This is an optimization exercise on Yosys and OpenROAD, whose aim is small area, a short achievable clock period and few clock cycles per item, not a production implementation. In this exercise RTL edits were held to simulation tests only and were not proved equivalent to the original.

## ascon
module ascon
(
    input  logic         clock,
    input  logic         reset_n,
    input  logic         i_sys_enable,
    input  logic         i_start,
    input  logic         i_data_valid,
    input  logic [ 63:0] i_data,
    input  logic [127:0] i_key,
    input  logic [127:0] i_nonce,
    output logic [ 63:0] o_cipher,
    output logic [127:0] o_tag,
    output logic         o_valid_cipher,
    output logic         o_done,
    output logic         o_ready
);
    localparam int K = 1;   
    logic [319:0] state;
    logic [319:0] round_out;
    logic [319:0] mask;
    logic         run;
    logic         hold;
    logic         load;
    logic [  3:0] round;
    logic         xor_data;
    logic         xor_key_hi;
    logic         xor_key_lo;
    logic         xor_lsb;
    logic [  7:0] constant;
    logic         want;
    logic         valid_q;
    logic         done_q;
    permutation #(.G_ROUNDS(K)) permutation_inst (
        .i_state(state),
        .i_round(round),
        .i_enable(run),
        .o_state(round_out)
    );
    assign mask = {
        (i_data & {64{xor_data}}) | (state[319:256] & {64{hold}}),
        (i_key & {128{xor_key_hi}}) | (state[255:128] & {128{hold}}),
  ...
Size in the first run: roughly 520 I/O pins, about 0.028 mm2 of cells after synthesis.
export LEC_CHECK = 0
export CAP_MARGIN = 20
export CORE_MARGIN = 2
export CORE_UTILIZATION = 40
export SLEW_MARGIN = 20
export SETUP_SLACK_MARGIN = 6.7
export BUFFER_PORTS_ARGS = -buffer_cell sky130_fd_sc_hd__buf_1
export CTS_ARGS = -sink_clustering_enable -repair_clock_nets -dont_use_dummy_load -sink_clustering_size 16 -sink_clustering_max_diameter 100
create_clock -name core_clock -period 10.0 [get_ports {clock}]
standard.sh (not shown) runs the stock make flow with config.mk's settings and CLKGATE_MAP_FILE= SYNTH_SCRIPT=/design/flow/synth_recipe.tcl, a recipe that flattens the netlist after the stock synthesis.
==> flow/flow/run.sh <==
#!/bin/bash
# The standard layout (standard.sh) with these changes:
# - synthesis is synth_recipe.tcl with its ABC mapping script replaced by
#   flow/abc_area.script (an area-recovering mapping); everything else in
#   synthesis, the flip-flops included, is as in the standard synthesis,
#   except that no half or full adders are extracted (ADDER_MAP_FILE empty);
# - the port buffers are inserted as the smallest buffer (timing repair
#   upsizes them where needed);
# - clock tree synthesis inserts no dummy loads and uses larger sink clusters.
# Each tool's output goes to standard.log and ORFS's own logs under orfs/logs.
set -e
export MY_ABC_SCRIPT="$PWD/flow/abc_area.script"
{
  echo 'proc abc {args} { set i [lsearch -exact $args -script]; if {$i >= 0} { lset args [expr {$i + 1}] $::env(MY_ABC_SCRIPT) }; yosys abc {*}$args }'
  cat synth_recipe.tcl
} > my_synth.tcl
sed "s#SYNTH_SCRIPT=[^ ]*synth_recipe.tcl#SYNTH_SCRIPT=$PWD/my_synth.tcl#" standard.sh > my_standard.sh
grep -q "my_synth.tcl" my_standard.sh
echo "export SETUP_SLACK_MARGIN = 6.7" >> config.mk
echo "export BUFFER_PORTS_ARGS = -buffer_cell sky130_fd_sc_hd__buf_1" >> config.mk
echo "export CTS_ARGS = -sink_clustering_enable -repair_clock_nets -dont_use_dummy_load -sink_clustering_size 16 -sink_clustering_max_diameter 100" >> config.mk
echo "export ADDER_MAP_FILE =" >> config.mk
bash my_standard.sh > standard.log 2>&1
==> flow/flow/abc_area.script <==
strash
&get -n
&st
&dch
&nf -R 1000
&put
topo
stime -c
The baseline ran to the end with no violations.
Testbench counts at the start, summed over its fixed seeds: cycles 9,416, messages 192.
Edit:
--- a/flow/flow/run.sh
+++ b/flow/flow/run.sh
@@ -17,5 +17,5 @@
 sed "s#SYNTH_SCRIPT=[^ ]*synth_recipe.tcl#SYNTH_SCRIPT=$PWD/my_synth.tcl#" standard.sh > my_standard.sh
 grep -q "my_synth.tcl" my_standard.sh
-echo "export SETUP_SLACK_MARGIN = 6.7" >> config.mk
+echo "export SETUP_SLACK_MARGIN = 7.0" >> config.mk
 echo "export BUFFER_PORTS_ARGS = -buffer_cell sky130_fd_sc_hd__buf_1" >> config.mk
 echo "export CTS_ARGS = -sink_clustering_enable -repair_clock_nets -dont_use_dummy_load -sink_clustering_size 16 -sink_clustering_max_diameter 100" >> config.mk
- SETUP_SLACK_MARGIN: 6.7 -> 7.0
What happened: Worst setup slack gets better by 0.17 ns; non-clock buffer count grows by 209; fmax grows by 5.5%; via count grows by 5.0%; flip-flop and latch count does not change; final cell count grows by 4.6%; hold slack gets better by 0.011 ns; area after synthesis stays the same; wire length grows by 5.6%.
Edit:
--- a/flow/flow/run.sh
+++ b/flow/flow/run.sh
@@ -17,5 +17,5 @@
 sed "s#SYNTH_SCRIPT=[^ ]*synth_recipe.tcl#SYNTH_SCRIPT=$PWD/my_synth.tcl#" standard.sh > my_standard.sh
 grep -q "my_synth.tcl" my_standard.sh
-echo "export SETUP_SLACK_MARGIN = 7.0" >> config.mk
+echo "export SETUP_SLACK_MARGIN = 6.8" >> config.mk
 echo "export BUFFER_PORTS_ARGS = -buffer_cell sky130_fd_sc_hd__buf_1" >> config.mk
 echo "export CTS_ARGS = -sink_clustering_enable -repair_clock_nets -dont_use_dummy_load -sink_clustering_size 16 -sink_clustering_max_diameter 100" >> config.mk
- GPL_ROUTABILITY_DRIVEN: default -> 0
- SETUP_SLACK_MARGIN: 7.0 -> 6.8
=> Via count shrinks by 4.2%; die area does not change; global-route usage decreases by 2.4 points; final area goes down by 10%; first-iteration DRC count is lower by about 2.7%; non-clock buffer count goes down by 213; final cell count decreases by 4.5%; critical path depth does not change; synthesized area is unchanged; flip-flop and latch count is unchanged.
Edit:
- GPL_ROUTABILITY_DRIVEN: 0 -> default
Sequential cell count is unchanged.
Final cell count is about the same.
Worst setup slack is better by 0.0083 ns.
Global-route usage rose by 0.44 points.

========
ascon, a different RTL version from the one above (not shown whole).
Size: about 340 flip-flops, roughly 520 I/O pins, roughly 29000 µm² of cells after synthesis.
export LEC_CHECK = 0
export CAP_MARGIN = 20
export CORE_MARGIN = 2
export CORE_UTILIZATION = 40
export SLEW_MARGIN = 20
export SETUP_SLACK_MARGIN = 7.0
export BUFFER_PORTS_ARGS = -buffer_cell sky130_fd_sc_hd__buf_1
export CTS_ARGS = -sink_clustering_enable -repair_clock_nets -dont_use_dummy_load -sink_clustering_size 16 -sink_clustering_max_diameter 100
create_clock -name core_clock -period 10.0 [get_ports {clock}]
==> flow/flow/run.sh <==
#!/bin/bash
# The standard layout (standard.sh) with these changes:
# - synthesis is synth_recipe.tcl with its ABC mapping script replaced by
#   flow/abc_area.script (an area-recovering mapping); everything else in
#   synthesis, the flip-flops included, is as in the standard synthesis;
# - the port buffers are inserted as the smallest buffer (timing repair
#   upsizes them where needed);
# - clock tree synthesis inserts no dummy loads and uses larger sink clusters.
# Each tool's output goes to standard.log and ORFS's own logs under orfs/logs.
set -e
export MY_ABC_SCRIPT="$PWD/flow/abc_area.script"
{
  echo 'proc abc {args} { set i [lsearch -exact $args -script]; if {$i >= 0} { lset args [expr {$i + 1}] $::env(MY_ABC_SCRIPT) }; yosys abc {*}$args }'
  cat synth_recipe.tcl
} > my_synth.tcl
sed "s#SYNTH_SCRIPT=[^ ]*synth_recipe.tcl#SYNTH_SCRIPT=$PWD/my_synth.tcl#" standard.sh > my_standard.sh
grep -q "my_synth.tcl" my_standard.sh
echo "export SETUP_SLACK_MARGIN = 7.0" >> config.mk
echo "export BUFFER_PORTS_ARGS = -buffer_cell sky130_fd_sc_hd__buf_1" >> config.mk
echo "export CTS_ARGS = -sink_clustering_enable -repair_clock_nets -dont_use_dummy_load -sink_clustering_size 16 -sink_clustering_max_diameter 100" >> config.mk
bash my_standard.sh > standard.log 2>&1
Scripts as last shown in full above: flow/flow/abc_area.script
The baseline ran to the end with no violations.
Testbench counts at the start, summed over its fixed seeds: cycles 9,416, messages 192.
Next try:
--- a/flow/flow/run.sh
+++ b/flow/flow/run.sh
@@ -18 +18 @@
-echo "export SETUP_SLACK_MARGIN = 7.0" >> config.mk
+echo "export SETUP_SLACK_MARGIN = 6.5" >> config.mk
Settings changed: SETUP_SLACK_MARGIN 7.0 to 6.5.
Outcome: The new run finished with timing, DRC and antenna clean. Setup slack is worse by 0.27 ns. Cell count decreases by 4.6%. Hold slack is better by 0.027 ns.
Next try:
Settings changed: CORE_UTILIZATION 40 to 55, PLACE_DENSITY from default to 0.65.
After rerunning:
- worst setup slack gets worse by 0.14 ns
- global-route usage rises by 11 points
- final area falls by 0.99%
- area after synthesis is unchanged
- register-to-register slack gets worse by 0.21 ns

========
job 101:
Another version of the RTL of ascon (not shown whole).
For scale: ~3300 cells after synthesis, roughly 340 flip-flops.
clock: 10.0 ns
lec_check: 0
cap_margin: 20
core_margin: 2
core_utilization: 60
place_density: 0.75
slew_margin: 20
setup_slack_margin: 6.8
==> flow/flow/run.sh <==
#!/bin/bash
set -e
echo "export SETUP_SLACK_MARGIN = 6.8" >> config.mk
bash standard.sh > standard.log 2>&1
Testbench counts of job 101, summed over its fixed seeds: cycles 9,416, messages 192.
What job 102 does differently from job 101 at the input level:
- CORE_UTILIZATION now 40, was 60
- PLACE_DENSITY no longer set, was 0.75
- BUFFER_PORTS_ARGS now -buffer_cell sky130_fd_sc_hd__buf_1, previously not set
==> flow/flow/run.sh <==
#!/bin/bash
# The standard layout (standard.sh) with these changes:
# - synthesis is synth_recipe.tcl with its ABC mapping script replaced by
#   flow/abc_area.script (an area-recovering mapping); everything else in
#   synthesis, the flip-flops included, is as in the standard synthesis;
# - the port buffers are inserted as the smallest buffer (timing repair
#   upsizes them where needed).
# Each tool's output goes to standard.log and ORFS's own logs under orfs/logs.
set -e
export MY_ABC_SCRIPT="$PWD/flow/abc_area.script"
{
  echo 'proc abc {args} { set i [lsearch -exact $args -script]; if {$i >= 0} { lset args [expr {$i + 1}] $::env(MY_ABC_SCRIPT) }; yosys abc {*}$args }'
  cat synth_recipe.tcl
} > my_synth.tcl
sed "s#SYNTH_SCRIPT=[^ ]*synth_recipe.tcl#SYNTH_SCRIPT=$PWD/my_synth.tcl#" standard.sh > my_standard.sh
grep -q "my_synth.tcl" my_standard.sh
echo "export SETUP_SLACK_MARGIN = 6.8" >> config.mk
echo "export BUFFER_PORTS_ARGS = -buffer_cell sky130_fd_sc_hd__buf_1" >> config.mk
bash my_standard.sh > standard.log 2>&1
==> flow/flow/abc_area.script (new file) <==
strash
&get -n
&st
&dch
&nf -R 1000
&put
topo
stime -c
Results
Global-route usage in job 102 is 14 points below job 101. Critical path depth in job 102 vs job 101: up 7. In the metrics for job 102 and job 101, the one carrying the higher area of the multi-input gates is job 101. Going from job 101 to job 102, the post-placement cell area was found to have gone down by 0.0064 mm^2. Between job 102 and job 101, the setup slack after layout is lower for job 101. Relative to job 101, the global placer's final weighted congestion measured on job 102 has decreased by a few percent.

========
Setup of v13:
Another version of the RTL of ascon (not shown whole).
Size: roughly 3200 cells after synthesis, ~340 flip-flops, ~520 I/O pins, ~0.029 sq mm of cells after synthesis.
==> flow/config.mk <==
export PLATFORM = sky130hd
export DESIGN_NAME = ascon
export DESIGN_NICKNAME = ascon
export VERILOG_FILES = /design/flow/design.v
export SDC_FILE = /design/flow/constraint.sdc
export NUM_CORES = 4
export LEC_CHECK = 0
export CAP_MARGIN = 20
export CORE_MARGIN = 2
export CORE_UTILIZATION = 40
export SLEW_MARGIN = 20
export SETUP_SLACK_MARGIN = 6.8
export BUFFER_PORTS_ARGS = -buffer_cell sky130_fd_sc_hd__buf_1
export CTS_ARGS = -sink_clustering_enable -repair_clock_nets -dont_use_dummy_load -sink_clustering_size 16 -sink_clustering_max_diameter 100
==> flow/constraint.sdc <==
create_clock -name core_clock -period 10.0 [get_ports {clock}]
set_input_delay 2.0000 -clock core_clock [delete_from_list [all_inputs] [get_ports {clock}]]
set_output_delay 2.0000 -clock core_clock [all_outputs]
set_load 0.01 [all_outputs]
==> flow/flow/run.sh <==
#!/bin/bash
# The standard layout (standard.sh) with these changes:
# - synthesis is synth_recipe.tcl with its ABC mapping script replaced by
#   flow/abc_area.script (an area-recovering mapping); everything else in
#   synthesis, the flip-flops included, is as in the standard synthesis;
# - the port buffers are inserted as the smallest buffer (timing repair
#   upsizes them where needed);
# - clock tree synthesis inserts no dummy loads and uses larger sink clusters.
# Each tool's output goes to standard.log and ORFS's own logs under orfs/logs.
set -e
export MY_ABC_SCRIPT="$PWD/flow/abc_area.script"
{
  echo 'proc abc {args} { set i [lsearch -exact $args -script]; if {$i >= 0} { lset args [expr {$i + 1}] $::env(MY_ABC_SCRIPT) }; yosys abc {*}$args }'
  cat synth_recipe.tcl
} > my_synth.tcl
sed "s#SYNTH_SCRIPT=[^ ]*synth_recipe.tcl#SYNTH_SCRIPT=$PWD/my_synth.tcl#" standard.sh > my_standard.sh
grep -q "my_synth.tcl" my_standard.sh
echo "export SETUP_SLACK_MARGIN = 6.8" >> config.mk
echo "export BUFFER_PORTS_ARGS = -buffer_cell sky130_fd_sc_hd__buf_1" >> config.mk
echo "export CTS_ARGS = -sink_clustering_enable -repair_clock_nets -dont_use_dummy_load -sink_clustering_size 16 -sink_clustering_max_diameter 100" >> config.mk
bash my_standard.sh > standard.log 2>&1
==> flow/flow/abc_area.script <==
strash
&get -n
&st
&dch
&nf -R 1000
&put
topo
stime -c
v13 did not stop at any stage, and its layout met the timing, design-rule and antenna checks.
Testbench counts of v13, summed over its fixed seeds: cycles 9,416, messages 192.
[inputs] v12 vs v13
Settings: SETUP_SLACK_MARGIN: 6.8 -> 6.5.
diff --git a/flow/flow/run.sh b/flow/flow/run.sh
--- a/flow/flow/run.sh
+++ b/flow/flow/run.sh
@@ -4,3 +4,4 @@
 #   flow/abc_area.script (an area-recovering mapping); everything else in
-#   synthesis, the flip-flops included, is as in the standard synthesis;
+#   synthesis, the flip-flops included, is as in the standard synthesis,
+#   except that no half or full adders are extracted (ADDER_MAP_FILE empty);
 # - the port buffers are inserted as the smallest buffer (timing repair
@@ -17,5 +18,6 @@
 grep -q "my_synth.tcl" my_standard.sh
-echo "export SETUP_SLACK_MARGIN = 6.8" >> config.mk
+echo "export SETUP_SLACK_MARGIN = 6.5" >> config.mk
 echo "export BUFFER_PORTS_ARGS = -buffer_cell sky130_fd_sc_hd__buf_1" >> config.mk
 echo "export CTS_ARGS = -sink_clustering_enable -repair_clock_nets -dont_use_dummy_load -sink_clustering_size 16 -sink_clustering_max_diameter 100" >> config.mk
+echo "export ADDER_MAP_FILE =" >> config.mk
 bash my_standard.sh > standard.log 2>&1
Findings:
Sort v12 and v13 by worst reg2reg path depth asc -> top: v12
v12 vs. v13: growth of design area from synthesis to finish down 1.5 points.
Global-route usage: v12 and v13 compared, lower one is v13
For v13, the endpoint of the worst setup timing path was state[117]$_DFF_P_, unlike v12, where it was state[237]$_DFF_P_.
v12 vs. v13: minimum period implied by the final worst setup slack went up by 0.17 ns.
For v54, these inputs were changed with respect to v12:
diff --git a/flow/flow/run.sh b/flow/flow/run.sh
--- a/flow/flow/run.sh
+++ b/flow/flow/run.sh
@@ -4,4 +4,3 @@
 #   flow/abc_area.script (an area-recovering mapping); everything else in
-#   synthesis, the flip-flops included, is as in the standard synthesis,
-#   except that no half or full adders are extracted (ADDER_MAP_FILE empty);
+#   synthesis, the flip-flops included, is as in the standard synthesis;
 # - the port buffers are inserted as the smallest buffer (timing repair
@@ -21,3 +20,2 @@
 echo "export CTS_ARGS = -sink_clustering_enable -repair_clock_nets -dont_use_dummy_load -sink_clustering_size 16 -sink_clustering_max_diameter 100" >> config.mk
-echo "export ADDER_MAP_FILE =" >> config.mk
 bash my_standard.sh > standard.log 2>&1
Findings:
- Area of the die in v54 vs v12: up 2.3%
- Against v12 as the reference, v54 delivers a lower via count.
- v54 against v12: pin count of the biggest net entering global routing shrank by about 30%; critical path arrival went down; summed area of non-filler cells in the final layout rose by about 2%; core utilization of the finished layout barely changed.
- v54: number of stages on the worst hold path 1 below v12
- Largest fanout on the critical path came out lower on v54 than on v12.
- The number of antenna diodes number comes out higher for v12 vs v54.
- v12 and v54 ended up with roughly the same multiplexer share of the synthesized area.
diff inputs: v54 => v46
Settings: SETUP_SLACK_MARGIN changed from 6.5 to 6.8.
diff --git a/flow/flow/run.sh b/flow/flow/run.sh
--- a/flow/flow/run.sh
+++ b/flow/flow/run.sh
@@ -4,3 +4,4 @@
 #   flow/abc_area.script (an area-recovering mapping); everything else in
-#   synthesis, the flip-flops included, is as in the standard synthesis;
+#   synthesis, the flip-flops included, is as in the standard synthesis,
+#   except that no half or full adders are extracted (ADDER_MAP_FILE empty);
 # - the port buffers are inserted as the smallest buffer (timing repair
@@ -17,5 +18,6 @@
 grep -q "my_synth.tcl" my_standard.sh
-echo "export SETUP_SLACK_MARGIN = 6.5" >> config.mk
+echo "export SETUP_SLACK_MARGIN = 6.8" >> config.mk
 echo "export BUFFER_PORTS_ARGS = -buffer_cell sky130_fd_sc_hd__buf_1" >> config.mk
 echo "export CTS_ARGS = -sink_clustering_enable -repair_clock_nets -dont_use_dummy_load -sink_clustering_size 16 -sink_clustering_max_diameter 100" >> config.mk
+echo "export ADDER_MAP_FILE =" >> config.mk
 bash my_standard.sh > standard.log 2>&1
==> summary.txt <==
Relative to v54, largest stage delay on the critical path has increased by 0.23 ns in v46.
Global-route usage over all layers is lower on v54

[re-timing with driven ports]
The flow's constraints put no driver on any port. The routed layouts listed below were extracted and timed again, unchanged, in two steps. Step 1 sets driving cells, clkbuf_16 on the clock port and buf_2 on the other inputs (assumed; they add their load-dependent delay and slew). Step 2 adds t to the input delays and takes it off the output delays; t is the mean of the earliest and latest rising clock arrival at the registers after step 1. Input paths then give back, and output paths get back, about the clock's delay inside the block. Slacks: ideal / step 1 / step 2; pairs: ideal / step 1.
| run | t, ns | setup slack, ns | worst hold slack (ns) | latest minus earliest clock arrival (ns) | worst data-port slew with drivers (ns) |
|---|---|---|---|---|---|
| the first run of note 1 | 0.649 | 6.691 / 6.625 / 6.222 | 0.570 / 0.570 / 0.570 | 0.042 / 0.042 | 0.13 |
| the second run of note 1 | 0.653 | 6.864 / 6.796 / 6.259 | 0.581 / 0.581 / 0.581 | 0.046 / 0.046 | 0.13 |
| the third run of note 1 | 0.643 | 6.788 / 6.718 / 6.283 | 0.555 / 0.555 / 0.555 | 0.025 / 0.026 | 0.13 |
| the fourth run of note 1 | 0.645 | 6.796 / 6.730 / 6.235 | 0.574 / 0.574 / 0.574 | 0.041 / 0.041 | 0.13 |
| the first run of note 2 | 0.651 | 6.806 / 6.740 / 6.503 | 0.589 / 0.589 / 0.589 | 0.065 / 0.065 | 0.08 |
| the second run of note 2 | 0.661 | 6.541 / 6.469 / 6.146 | 0.616 / 0.616 / 0.616 | 0.043 / 0.043 | 0.09 |
| the third run of note 2 | 0.649 | 6.398 / 6.398 / 6.150 | 0.631 / 0.631 / 0.631 | 0.039 / 0.039 | 0.07 |
| job 101 | 0.665 | 6.685 / 6.611 / 6.385 | 0.629 / 0.629 / 0.629 | 0.036 / 0.036 | 0.07 |
| job 102 | 0.667 | 6.735 / 6.671 / 6.388 | 0.604 / 0.604 / 0.604 | 0.028 / 0.027 | 0.08 |
| v13 | 0.656 | 6.674 / 6.674 / 6.417 | 0.571 / 0.571 / 0.571 | 0.040 / 0.040 | 0.11 |
| v12 | 0.651 | 6.504 / 6.485 / 6.093 | 0.621 / 0.621 / 0.621 | 0.027 / 0.027 | 0.14 |
| v54 | 0.661 | 6.551 / 6.484 / 6.230 | 0.578 / 0.578 / 0.578 | 0.033 / 0.033 | 0.14 |
| v46 | 0.659 | 6.766 / 6.733 / 6.166 | 0.629 / 0.629 / 0.629 | 0.017 / 0.017 | 0.11 |
After both steps every run listed still meets setup and hold. The setup slack of the second run of note 1, which loses most, moves by -0.068 ns with the drivers and by -0.605 ns with both steps.
